This is an optimization exercise on Yosys and OpenROAD, whose aim is small area and a short achievable clock period, not a production implementation. Function was not checked in any run shown here: the RTL went through the layout flow alone. No activity file was given, so power comes from the tool's default toggle rates.

### flow/config.mk
export PLATFORM = sky130hd
export DESIGN_NAME = TopModule
export DESIGN_NICKNAME = TopModule
export VERILOG_FILES = /design/flow/design.v
export SDC_FILE = /design/flow/constraint.sdc
export NUM_CORES = 4
export LEC_CHECK = 0
export CAP_MARGIN = 20
export CORE_MARGIN = 2
export CORE_UTILIZATION = 40
export SETUP_SLACK_MARGIN = 4.2
export SLEW_MARGIN = 20
### flow/constraint.sdc
create_clock -name core_clock -period 7.0 [get_ports {clk}]
set_input_delay 1.4000 -clock core_clock [delete_from_list [all_inputs] [get_ports {clk}]]
set_output_delay 1.4000 -clock core_clock [all_outputs]
set_load 0.01 [all_outputs]
### flow/design.v
`timescale 1ns / 1ps
module mul_csa (
    input  [7:0] A,
    input  [7:0] B,
    output [14:0] s,
    output [14:0] t
);
    wire pp [0:7][0:7];
    genvar i, j;
    for (i = 0; i < 8; i = i + 1) begin : g_i
        for (j = 0; j < 8; j = j + 1) begin : g_j
            assign pp[i][j] = A[j] & B[i];
        end
    end
    wire hs0 = pp[0][6] ^ pp[1][5];
    wire hc0 = pp[0][6] & pp[1][5];
    wire fs0 = pp[0][7] ^ pp[1][6] ^ pp[2][5];
    wire fc0 = (pp[0][7] & pp[1][6]) | (pp[0][7] & pp[2][5]) | (pp[1][6] & pp[2][5]);
    wire hs1 = pp[3][4] ^ pp[4][3];
    wire hc1 = pp[3][4] & pp[4][3];
    wire fs1 = pp[1][7] ^ pp[2][6] ^ pp[3][5];
    wire fc1 = (pp[1][7] & pp[2][6]) | (pp[1][7] & pp[3][5]) | (pp[2][6] & pp[3][5]);
    wire hs2 = pp[4][4] ^ pp[5][3];
    wire hc2 = pp[4][4] & pp[5][3];
    wire fs2 = pp[2][7] ^ pp[3][6] ^ pp[4][5];
    wire fc2 = (pp[2][7] & pp[3][6]) | (pp[2][7] & pp[4][5]) | (pp[3][6] & pp[4][5]);
    wire hs3 = pp[0][4] ^ pp[1][3];
    wire hc3 = pp[0][4] & pp[1][3];
    wire fs3 = pp[0][5] ^ pp[1][4] ^ pp[2][3];
    wire fc3 = (pp[0][5] & pp[1][4]) | (pp[0][5] & pp[2][3]) | (pp[1][4] & pp[2][3]);
    wire hs4 = pp[3][2] ^ pp[4][1];
    wire hc4 = pp[3][2] & pp[4][1];
    wire fs4 = pp[2][4] ^ pp[3][3] ^ pp[4][2];
    wire fc4 = (pp[2][4] & pp[3][3]) | (pp[2][4] & pp[4][2]) | (pp[3][3] & pp[4][2]);
    wire fs5 = pp[5][1] ^ pp[6][0] ^ hs0;
    wire fc5 = (pp[5][1] & pp[6][0]) | (pp[5][1] & hs0) | (pp[6][0] & hs0);
    wire fs6 = pp[5][2] ^ pp[6][1] ^ pp[7][0];
    wire fc6 = (pp[5][2] & pp[6][1]) | (pp[5][2] & pp[7][0]) | (pp[6][1] & pp[7][0]);
    wire fs7 = hc0 ^ hs1 ^ fs0;
    wire fc7 = (hc0 & hs1) | (hc0 & fs0) | (hs1 & fs0);
    wire fs8 = pp[6][2] ^ pp[7][1] ^ hc1;
    wire fc8 = (pp[6][2] & pp[7][1]) | (pp[6][2] & hc1) | (pp[7][1] & hc1);
    wire fs9 = hs2 ^ fc0 ^ fs1;
    wire fc9 = (hs2 & fc0) | (hs2 & fs1) | (fc0 & fs1);
    wire fs10 = pp[5][4] ^ pp[6][3] ^ pp[7][2];
    wire fc10 = (pp[5][4] & pp[6][3]) | (pp[5][4] & pp[7][2]) | (pp[6][3] & pp[7][2]);
    wire fs11 = hc2 ^ fc1 ^ fs2;
    wire fc11 = (hc2 & fc1) | (hc2 & fs2) | (fc1 & fs2);
    wire fs12 = pp[3][7] ^ pp[4][6] ^ pp[5][5];
    wire fc12 = (pp[3][7] & pp[4][6]) | (pp[3][7] & pp[5][5]) | (pp[4][6] & pp[5][5]);
    wire fs13 = pp[6][4] ^ pp[7][3] ^ fc2;
    wire fc13 = (pp[6][4] & pp[7][3]) | (pp[6][4] & fc2) | (pp[7][3] & fc2);
    wire fs14 = pp[4][7] ^ pp[5][6] ^ pp[6][5];
    wire fc14 = (pp[4][7] & pp[5][6]) | (pp[4][7] & pp[6][5]) | (pp[5][6] & pp[6][5]);
    wire hs5 = pp[0][3] ^ pp[1][2];
    wire hc5 = pp[0][3] & pp[1][2];
    wire fs15 = pp[2][2] ^ pp[3][1] ^ pp[4][0];
    wire fc15 = (pp[2][2] & pp[3][1]) | (pp[2][2] & pp[4][0]) | (pp[3][1] & pp[4][0]);
    wire fs16 = pp[5][0] ^ hc3 ^ hs4;
    wire fc16 = (pp[5][0] & hc3) | (pp[5][0] & hs4) | (hc3 & hs4);
    wire fs17 = hc4 ^ fc3 ^ fs4;
    wire fc17 = (hc4 & fc3) | (hc4 & fs4) | (fc3 & fs4);
    wire fs18 = fc4 ^ fs6 ^ fc5;
    wire fc18 = (fc4 & fs6) | (fc4 & fc5) | (fs6 & fc5);
    wire fs19 = fc6 ^ fs8 ^ fc7;
    wire fc19 = (fc6 & fs8) | (fc6 & fc7) | (fs8 & fc7);
    wire fs20 = fs10 ^ fc8 ^ fc9;
    wire fc20 = (fs10 & fc8) | (fs10 & fc9) | (fc8 & fc9);
    wire fs21 = fc10 ^ fs12 ^ fc11;
    wire fc21 = (fc10 & fs12) | (fc10 & fc11) | (fs12 & fc11);
    wire fs22 = pp[7][4] ^ fc12 ^ fs14;
    wire fc22 = (pp[7][4] & fc12) | (pp[7][4] & fs14) | (fc12 & fs14);
    wire fs23 = pp[5][7] ^ pp[6][6] ^ pp[7][5];
    wire fc23 = (pp[5][7] & pp[6][6]) | (pp[5][7] & pp[7][5]) | (pp[6][6] & pp[7][5]);
    wire hs6 = pp[0][2] ^ pp[1][1];
    wire hc6 = pp[0][2] & pp[1][1];
    wire fs24 = pp[2][1] ^ pp[3][0] ^ hs5;
    wire fc24 = (pp[2][1] & pp[3][0]) | (pp[2][1] & hs5) | (pp[3][0] & hs5);
    wire fs25 = hc5 ^ hs3 ^ fs15;
    wire fc25 = (hc5 & hs3) | (hc5 & fs15) | (hs3 & fs15);
    wire fs26 = fc15 ^ fs3 ^ fs16;
    wire fc26 = (fc15 & fs3) | (fc15 & fs16) | (fs3 & fs16);
    wire fs27 = fc16 ^ fs5 ^ fs17;
    wire fc27 = (fc16 & fs5) | (fc16 & fs17) | (fs5 & fs17);
    wire fs28 = fc17 ^ fs7 ^ fs18;
    wire fc28 = (fc17 & fs7) | (fc17 & fs18) | (fs7 & fs18);
    wire fs29 = fs9 ^ fc18 ^ fs19;
    wire fc29 = (fs9 & fc18) | (fs9 & fs19) | (fc18 & fs19);
    wire fs30 = fs11 ^ fc19 ^ fs20;
    wire fc30 = (fs11 & fc19) | (fs11 & fs20) | (fc19 & fs20);
    wire fs31 = fs13 ^ fc20 ^ fs21;
    wire fc31 = (fs13 & fc20) | (fs13 & fs21) | (fc20 & fs21);
    wire fs32 = fc13 ^ fs22 ^ fc21;
    wire fc32 = (fc13 & fs22) | (fc13 & fc21) | (fs22 & fc21);
    wire fs33 = fc14 ^ fs23 ^ fc22;
    wire fc33 = (fc14 & fs23) | (fc14 & fc22) | (fs23 & fc22);
    wire fs34 = pp[6][7] ^ pp[7][6] ^ fc23;
    wire fc34 = (pp[6][7] & pp[7][6]) | (pp[6][7] & fc23) | (pp[7][6] & fc23);
    assign s[0] = pp[0][0];
    assign s[1] = pp[0][1];
    assign s[2] = pp[2][0];
    assign s[3] = hc6;
    assign s[4] = fc24;
    assign s[5] = fc25;
    assign s[6] = fc26;
    assign s[7] = fc27;
    assign s[8] = fc28;
    assign s[9] = fc29;
    assign s[10] = fc30;
    assign s[11] = fs32;
    assign s[12] = fs33;
    assign s[13] = fs34;
    assign s[14] = pp[7][7];
    assign t[0] = 1'b0;
    assign t[1] = pp[1][0];
    assign t[2] = hs6;
    assign t[3] = fs24;
    assign t[4] = fs25;
    assign t[5] = fs26;
    assign t[6] = fs27;
    assign t[7] = fs28;
    assign t[8] = fs29;
    assign t[9] = fs30;
    assign t[10] = fs31;
    assign t[11] = fc31;
    assign t[12] = fc32;
    assign t[13] = fc33;
    assign t[14] = fc34;
endmodule
module pe (
    input clk,
    input [2:0] a,
    input [1:0] r,
    input [7:0] in1,
    input [7:0] filter,
    output reg [15:0] pe_out
);
    reg [7:0] A, B;
    reg [14:0] cs;
    reg [14:0] ct;
    wire [14:0] ms;
    wire [14:0] mt;
    mul_csa mul (.A(A), .B(B), .s(ms), .t(mt));
    always @(posedge clk) begin
        if (r == 2'b00) begin
            A <= in1;
            B <= filter;
        end
        if (r == 2'b01)
            pe_out <= {{(16-15){1'b0}}, cs} + {{(16-15){1'b0}}, ct};
        case (a)
            3'b000: begin cs <= {{(15-8){1'b0}}, A};  ct <= {{(15-8){1'b0}}, B}; end
            3'b001: begin cs <= ms;         ct <= mt; end
            3'b010: begin cs <= {{(15-8){1'b0}}, A & B}; ct <= 0; end
            3'b011: begin cs <= {{(15-8){1'b0}}, A | B}; ct <= 0; end
            3'b100: begin cs <= {{(15-8){1'b0}}, ~A}; ct <= 0; end
            3'b101: begin cs <= {{(15-8){1'b0}}, ~B}; ct <= 0; end
            default: ;
        endcase
    end
endmodule
module TopModule (
    input clk,
    input [31:0] global_data,
    input [7:0] global_control,
    input [11:0] global_control2,
    input [31:0] global_filter,
    output [63:0] global_output
);
    genvar i;
    generate
        for (i = 0; i < 4; i = i + 1) begin : PE_INST
            pe pe_inst (
                .clk(clk),
                .a(global_control2[3*i +: 3]),
                .r(global_control[2*i +: 2]),
                .in1(global_data[8*i +: 8]),
                .filter(global_filter[8*i +: 8]),
                .pe_out(global_output[16*i +: 16])
            );
        end
    endgenerate
endmodule
### flow/run.sh
#!/bin/bash
# synth_recipe.tcl (not shown) runs the flow's synth.tcl, then flattens the netlist and writes it again
# the make line also repeats each setting of config.mk as NAME=value (left out here)
make -C /OpenROAD-flow-scripts/flow DESIGN_CONFIG=/design/flow/config.mk WORK_HOME=/design/flow/orfs CLKGATE_MAP_FILE= SYNTH_SCRIPT=/design/flow/synth_recipe.tcl finish
==> qor.log, run 1 <==
INFO  clock_network  tritoncts=done
INFO  timing         setup_repair_after_global_routing_missed_its_margin=true
INFO  timing         max_slew_margin=0.466
INFO  placed_design  postPlaceCellArea=0.0197mm2
INFO  floorplan      design.core.area=0.0440mm2
INFO  placed_design  placement.io_buffers=148
INFO  floorplan      fp.dieH=215um
INFO  setup_path     arrival=3230ps
INFO  detailed_routing detail_route.first_pass.iterations=8
INFO  worst_hold_path worst_hold_path_type=reg2reg
INFO  timing         fmaxAchievable=342MHz
INFO  clock_network  root_driver=clkbuf_16
INFO  logic_synthesis synth-async-reset-ratio=0
INFO  logic_synthesis ys_ff_latch=248
INFO  flow_run       drv_cap=0
INFO  clock_network  post_cts_hold_buffer_count=0
INFO  logic_synthesis yosys.cell_types.count=58
INFO  clock_network  clkTransAtPathRegs=60ps
INFO  clock_network  tritoncts.num_buffers=30
INFO  placed_design  dp_hpwl=27,800um
INFO  power          clock_power_share=0.342
INFO  floorplan      rows=77
INFO  floorplan      initial_core_util=0.403
INFO  cells_and_area most-common-layout-cells=edfxtp_1 (248), inv_1 (154), nand2_1 (141)
INFO  power          power.combinational.fraction=0.271
INFO  power          p_switching=1.43mW
INFO  power          irDropWorstVdd=186uV
INFO  global_routing grt_use_total=0.169
INFO  cells_and_area multi_input_area=0.00944mm2
INFO  detailed_routing dr_total_vias=12,400
INFO  power          internal_power=3.53mW
INFO  timing         final_min_period_over_clock_period=0.418
INFO  detailed_routing detail_route.drc_violations=0
INFO  floorplan      die-area=0.0461mm2
INFO  cells_and_area combined_flip_flop_and_latch_cell_area=0.00745mm2
INFO  placed_design  place.gp.congestion=0.843
INFO  detailed_routing routed_wire_length_per_instance=15.7um
INFO  cells_and_area stdcell_area=0.0218mm2
INFO  logic_synthesis synth_top_area_cell=edfxtp_1
INFO  power          total_power_per_unit_cell_area=227mW/mm2
INFO  timing         worst_pin_slew=801ps
INFO  timing         setup_total_negative_slack=0ps
INFO  power          power.sequential.fraction=0.388
INFO  logic_synthesis postSynthNetCount=1,973
INFO  cells_and_area fin_nets=2,190
INFO  detailed_routing detail_route.vias_per_cell=5.00
INFO  global_routing grt_max_degree=29
INFO  cells_and_area final.fill_count=4,018
INFO  power          power_leakage=9.08nW
INFO  logic_synthesis yosys_most_used_dff=edfxtp_1
INFO  cells_and_area layout_commonest_cell=edfxtp_1
INFO  clock_network  max-clock-path-buffers=3
INFO  setup_path     timing.critical_path.from_type=register
INFO  logic_synthesis ys_top_cells_by_area=edfxtp_1 (42%), fa_1 (16%), ha_1 (6.2%), and2_1 (5.5%), inv_1 (3.6%)
INFO  floorplan      design.portCount=149
INFO  logic_synthesis synth_enable_flop_cells=248
INFO  logic_synthesis post_synthesis_sequential_area_ratio=0.420
INFO  setup_path     timing.critical_path.to_type=register
INFO  timing         report.final.hold_viol_count=0
INFO  setup_path     cp.required=7300ps
INFO  cells_and_area final_layout_size_suffix_gt1_frac=0.147
INFO  cells_and_area area.growth.synth_to_final=22.7%
INFO  setup_path     critPathMaxFanout=8
INFO  timing         fin_skew=7.41ps
INFO  clock_network  cts_htree_levels=1
INFO  detailed_routing antenna_left=0
INFO  clock_network  clkSinkCount=248
INFO  setup_path     timing.setup.critical_path_class=reg2reg
INFO  logic_synthesis synth.avg_cell_area=10.7um2
INFO  timing         final_count_of_negative_setup_slack_endpoints=0
INFO  power          switching_share=0.289
INFO  outcome        outcome=finished clean
INFO  logic_synthesis synth-warning-count=2
INFO  detailed_routing wl=39,200um
INFO  logic_synthesis synth_largest_type_area_fraction=0.420
INFO  global_routing overflow=0
INFO  global_routing number_of_antenna_violations_at_the_first_check_in_global_routing=1
INFO  floorplan      chipWidth=215um
INFO  logic_synthesis netlist_instances=1,656
INFO  logic_synthesis netlist_area_before_placement=0.0177mm2
INFO  global_routing grt_first_pass_wirelength=64,100um
INFO  clock_network  clk-insertion-delay-late=560ps
INFO  timing         finalCriticalPeriod=2930ps
INFO  detailed_routing drt_iter0_drc=737
INFO  global_routing number_of_global_route_vias_before_repair=12,700
INFO  timing         timing.final.max_slew_violations=0
## Yosys cell counts, drive strengths merged (5+ instances only)
cell type and count:
xor2 16, a22oi 6, or3 6, a21boi 6, ha 88, edfxtp 248, o21bai 5, nand2 146
nor2b 27, nor2 110, a221o 5, nand4 8, clkbuf 89, nand3 15, and3 17, fa 144
o21ai 61, a21oi 90, o21a 8, o211ai 9, buf 7, mux2 12, nor3 6, a211oi 23
a32o 6, xnor2 33, inv 180, a22o 13, nand2b 18, o22ai 12, a31oi 21, a221oi 9
a21o 28, and2 155
## per-layer routing
layer | share of wire | global-route usage | routed length (um)
met1 | 0.44 | 0.212 | 17200
met2 | 0.49 | 0.296 | 19200
met3 | 0.042 | 0.0284 | 1630
met4 | 0.029 | 0.0523 | 1120
met5 | 0 | 0 | 0
## state kept, by name (all words and copies together) (netlist names)
name,cells
PE_INST.pe_inst.cs,60
PE_INST.pe_inst.ct,60
PE_INST.pe_inst.pe_out,64
PE_INST.pe_inst.A,32
PE_INST.pe_inst.B,32
## stage by stage
| stage | std cells | worst slack [ps] | hold WS, ps | power [mW] | util |
|---|---|---|---|---|---|
| 2_1_floorplan | 1656 | 4180 | 513 | 2.84 | - |
| 3_3_place_gp | 2307 | 3200 | 525 | 3.22 | 0.447 |
| 3_5_place_dp | 2308 | 3070 | 535 | 3.24 | 0.448 |
| 4_1_cts | 2453 | 4090 | 554 | 4.98 | 0.487 |
| 5_1_grt | 2490 | 4010 | 567 | 5.26 | 0.495 |
| 6_report | 2490 | 4070 | 549 | 4.96 | 0.495 |
## cells by family (layout without fill, tap and decap cells)
kind of cell,Yosys count,after routing,synth area share
and+or+nand+nor,514,514,0.145
AOI/OAI and AO/OA,321,321,0.119
buffers and inverters,276,517,0.0588
DFF,248,248,0.420
adders and majority gates,232,232,0.224
xor gates and xnor gates,49,49,0.0242
muxes,16,16,0.00987
other,0,1,0
## power groups by stage
stage | clock network, mW | logic [mW] | registers (mW)
floorplan | 0 | 0.913 | 1.93
global placement | 0 | 1.22 | 1.99
detailed placement | 0 | 1.25 | 1.99
CTS | 1.74 | 1.31 | 1.93
global route | 1.80 | 1.52 | 1.94
finish | 1.69 | 1.34 | 1.92
## path summary, 6_finish.rpt
check | start | end | slack (ps) | cells after the start
max | PE_INST[0].pe_inst.B[3] | PE_INST[0].pe_inst.ct[9] | 4070 | 7
min | PE_INST[0].pe_inst.cs[0] | PE_INST[0].pe_inst.pe_out[0] | 550 | 1
max reg2reg | PE_INST[0].pe_inst.B[3] | PE_INST[0].pe_inst.ct[9] | 4070 | 7
min reg2reg | PE_INST[0].pe_inst.cs[0] | PE_INST[0].pe_inst.pe_out[0] | 550 | 1
## cell type report
| cell class | count | share of cell area |
|---|---|---|
| Sequential cell | 248 | 0.342 |
| Multi-Input combinational cell | 1132 | 0.433 |
| Tap cell | 592 | 0.0340 |
| Clock buffer | 34 | 0.0361 |
| Antenna cell | 1 | 0.000115 |
| Inverter | 180 | 0.0310 |
| Clock inverter | 22 | 0.0137 |
| Timing Repair Buffer | 281 | 0.110 |
## critical path, cell delays in order (launching register included)
cell and delay [ps]:
edfxtp_1 530, and2_4 210, fa_1 460, fa_2 380, fa_1 500, inv_1 50
fa_1 480, nor2_1 50
## timing repair
item / in CTS / in global routing
gates resized for setup: 102 / 46
endpoints found under the setup margin: 213 / 89
buffers inserted: 89 / 36
pin swaps: 34 / 37
==> run 2: changes to the inputs <==
--- a/flow/config.mk
+++ b/flow/config.mk
@@ -8,5 +8,5 @@
 export CAP_MARGIN = 20
 export CORE_MARGIN = 2
 export CORE_UTILIZATION = 40
-export SETUP_SLACK_MARGIN = 4.2
+export SETUP_SLACK_MARGIN = 4.5
 export SLEW_MARGIN = 20
==> run 2 against run 1 <==
- worst setup slack better by 5.0 ps
- highest routed layer unchanged
- clock-buffer cell count rose by 1
- sequential share of layout area decreased by 0.97 points
==> qor.log, run 2 <==
INFO  flow_run       drv_cap=0
INFO  cells_and_area fin_nets=2,227
INFO  power          power_leakage=9.27nW
INFO  worst_hold_path holdCritStartpoint=PE_INST[1].pe_inst.cs[0]
INFO  logic_synthesis yosys_most_used_dff=edfxtp_1
INFO  global_routing number_of_global_route_vias_before_repair=13,000
INFO  timing         final_count_of_negative_setup_slack_endpoints=0
INFO  global_routing overflow=0
INFO  global_routing grt_use_total=0.181
INFO  cells_and_area largest_registers_in_the_final_layout=PE_INST.pe_inst.pe_out x64, PE_INST.pe_inst.cs x60, PE_INST.pe_inst.ct x60
INFO  logic_synthesis synth_largest_type_area_fraction=0.420
INFO  placed_design  dp_hpwl=28,500um
INFO  setup_path     timing.critical_path.from_type=register
INFO  timing         max_slew_margin=0.419
INFO  clock_network  root_driver=clkbuf_16
INFO  cells_and_area final_layout_size_suffix_gt1_frac=0.275
INFO  power          totalPowerFinal=5.04mW
INFO  logic_synthesis synth_enable_flop_cells=248
INFO  global_routing grt_max_degree=29
INFO  detailed_routing detail_route.drc_violations=0
INFO  floorplan      design.core.area=0.0440mm2
INFO  setup_path     timing.critical_path.from=PE_INST[2].pe_inst.B[3]
INFO  cells_and_area multi_input_area=0.00991mm2
INFO  detailed_routing routed_wire_length_per_instance=16.6um
INFO  logic_synthesis synthMostInstantiatedCell=edfxtp_1
INFO  power          total_power_per_unit_cell_area=225mW/mm2
INFO  placed_design  placement.io_buffers=148
INFO  setup_path     arrival=3220ps
INFO  cells_and_area registers.top_by_ff_count=PE_INST.pe_inst.pe_out
INFO  clock_network  post_cts_hold_buffer_count=0
INFO  detailed_routing dr_total_vias=12,700
INFO  logic_synthesis netlist_area_before_placement=0.0177mm2
INFO  placed_design  numPlacedInstances=2,303
INFO  cells_and_area layout_commonest_cell=edfxtp_1
INFO  floorplan      die-area=0.0461mm2
INFO  worst_hold_path worst_hold_path_type=reg2reg
INFO  clock_network  clk-insertion-delay-late=570ps
INFO  timing         final_min_period_over_clock_period=0.417
INFO  outcome        outcome=finished clean
INFO  floorplan      rows=77
INFO  clock_network  cts_htree_levels=1
INFO  cells_and_area finalNonFillerCells=2,526
INFO  setup_path     timing.critical_path.to_type=register
INFO  clock_network  clkSinkCount=248
INFO  setup_path     timing.setup.critical_path_class=reg2reg
INFO  logic_synthesis yosys.cell_types.count=58
INFO  timing         finalCriticalPeriod=2920ps
INFO  timing         worst_pin_slew=867ps
INFO  logic_synthesis ys_ff_latch=248
INFO  setup_path     cp.required=7300ps
INFO  detailed_routing detail_route.vias_per_cell=5.02
INFO  timing         fmaxAchievable=342MHz
INFO  floorplan      initial_core_util=0.403
INFO  timing         setup_repair_after_global_routing_missed_its_margin=true
INFO  logic_synthesis synth.avg_cell_area=10.7um2
INFO  clock_network  clkTransAtPathRegs=70ps
INFO  detailed_routing wl=41,800um
INFO  logic_synthesis netlist_instances=1,656
INFO  placed_design  place.gp.congestion=0.847
INFO  logic_synthesis postSynthNetCount=1,973
INFO  detailed_routing antenna_left=0
INFO  cells_and_area area.growth.synth_to_final=26.3%
INFO  global_routing number_of_antenna_violations_at_the_first_check_in_global_routing=0
INFO  cells_and_area number_of_antenna_cells_inserted=0
INFO  power          irDropWorstVdd=194uV
INFO  floorplan      design.portCount=149
INFO  detailed_routing drt_iter0_drc=793
INFO  clock_network  tritoncts=done
INFO  logic_synthesis synth-async-reset-ratio=0
INFO  detailed_routing detail_route.first_pass.iterations=8
INFO  logic_synthesis synth-warning-count=2
INFO  floorplan      chipWidth=215um
INFO  cells_and_area most-common-layout-cells=edfxtp_1 (248), inv_1 (131), buf_4 (130)
INFO  floorplan      fp.dieH=215um
INFO  clock_network  max-clock-path-buffers=3
INFO  global_routing grt_first_pass_wirelength=68,300um
INFO  timing         timing.final.max_slew_violations=0
INFO  cells_and_area combined_flip_flop_and_latch_cell_area=0.00745mm2
INFO  timing         report.final.hold_viol_count=0
INFO  logic_synthesis ys_top_cells_by_count=edfxtp_1 (248), inv_1 (169), and2_1 (155)
INFO  clock_network  tritoncts.num_buffers=30
INFO  logic_synthesis synth_top_area_cell=edfxtp_1
INFO  logic_synthesis post_synthesis_sequential_area_ratio=0.420
INFO  timing         setup_total_negative_slack=0ps
INFO  timing         fin_worst_hold_slack=540ps
INFO  setup_path     critical_path.reg2reg.startpoint=PE_INST[2].pe_inst.B[3]
INFO  cells_and_area final.fill_count=3,917
INFO  setup_path     critPathMaxFanout=5
INFO  logic_synthesis ys_top_cells_by_area=edfxtp_1 (42%), fa_1 (16%), ha_1 (6.2%), and2_1 (5.5%), inv_1 (3.6%)
INFO  timing         fin_skew=13.3ps
INFO  cells_and_area largest_register_ffs=64
-- run 2: critical path: stages (launching register included) --
cell,delay [ps]
edfxtp_1,510
and2_4,190
fa_1,460
fa_2,360
fa_1,490
inv_1,60
fa_2,530
nor2_1,50
-- run 2: final cells by class --
cell class / count / share of cell area
Timing Repair Buffer: 318 / 0.115
Clock inverter: 21 / 0.0121
Sequential cell: 248 / 0.332
Tap cell: 592 / 0.0330
Inverter: 180 / 0.0301
Clock buffer: 35 / 0.0353
Multi-Input combinational cell: 1132 / 0.442
-- run 2: power breakdown --
group / switching, mW / internal (mW) / total [mW] / leakage, nW
registers: 0.0869 / 1.84 / 1.92 / 2.51
clock network: 0.633 / 1.03 / 1.66 / 0.519
logic: 0.768 / 0.688 / 1.46 / 6.24
total: 1.49 / 3.55 / 5.04 / 9.27
-- run 2: per-layer routing --
layer,part of all wire,wire (um),vias up,GRT usage
met4,0.028,1180,0,0.0583
met2,0.49,20400,323,0.311
li1,-,-,6164,-
met1,0.43,18200,6121,0.233
met3,0.048,2020,85,0.0294
met5,0,0,-,0
-- run 2: path summary, 6_finish.rpt --
kind | slack, ps | depth (start not counted) | to
max | 4080 | 7 | PE_INST[2].pe_inst.ct[9]
min | 540 | 1 | PE_INST[1].pe_inst.pe_out[0]
max reg2reg | 4080 | 7 | PE_INST[2].pe_inst.ct[9]
min reg2reg | 540 | 1 | PE_INST[1].pe_inst.pe_out[0]
-- run 2: logic make-up (layout without fill, tap and decap cells) --
| logic type | Yosys count | in the layout | share of synthesized area |
|---|---|---|---|
| AO/OA/AOI/OAI | 321 | 321 | 0.119 |
| XOR/XNOR | 49 | 49 | 0.0242 |
| adder cells (fa/ha/maj) | 232 | 232 | 0.224 |
| buffers and inverters | 276 | 554 | 0.0588 |
| flip-flops | 248 | 248 | 0.420 |
| multiplexers | 16 | 16 | 0.00987 |
| AND/OR/NAND/NOR | 514 | 514 | 0.145 |
-- run 2: stage by stage --
step | cell area (um2) | util | worst slack (ps)
finish | 22400 | 0.509 | 4080
global placement | 19900 | 0.451 | 3370
CTS | 21800 | 0.496 | 4110
detailed placement | 19900 | 0.451 | 3360
floorplan | 18300 | - | 4190
global route | 22400 | 0.509 | 4010
-- run 2: repair_timing --
action / CTS / global route
setup buffers: 123 / 44
resized for setup: 379 / 94
setup endpoints to repair: 321 / 241
pin swaps: 67 / 73

-- afterwards: timing with drivers on the ports --
Ports are ideal in the flow. The routed layouts listed here were re-timed in OpenROAD.
Step 1 assumes that a clkbuf_16 drives the clock port and a buf_2 every other input.
Step 2 also shifts input and output timing later by t, the mid clock arrival at the registers, as if the neighbouring blocks saw the same clock.
a / b / c = ideal ports / drivers / drivers and shift; a / b = the first two.
run	shift t [ns]	slack for setup (ns)	cell pins on the clock port's net
run 1	0.610	4.073 / 4.073 / 3.682	1
run 2	0.617	4.078 / 4.078 / 3.932	1
After both steps every run listed still meets setup and hold. The setup slack of run 1, which loses most, moves by 0.000 ns with the drivers and by -0.391 ns with both steps.
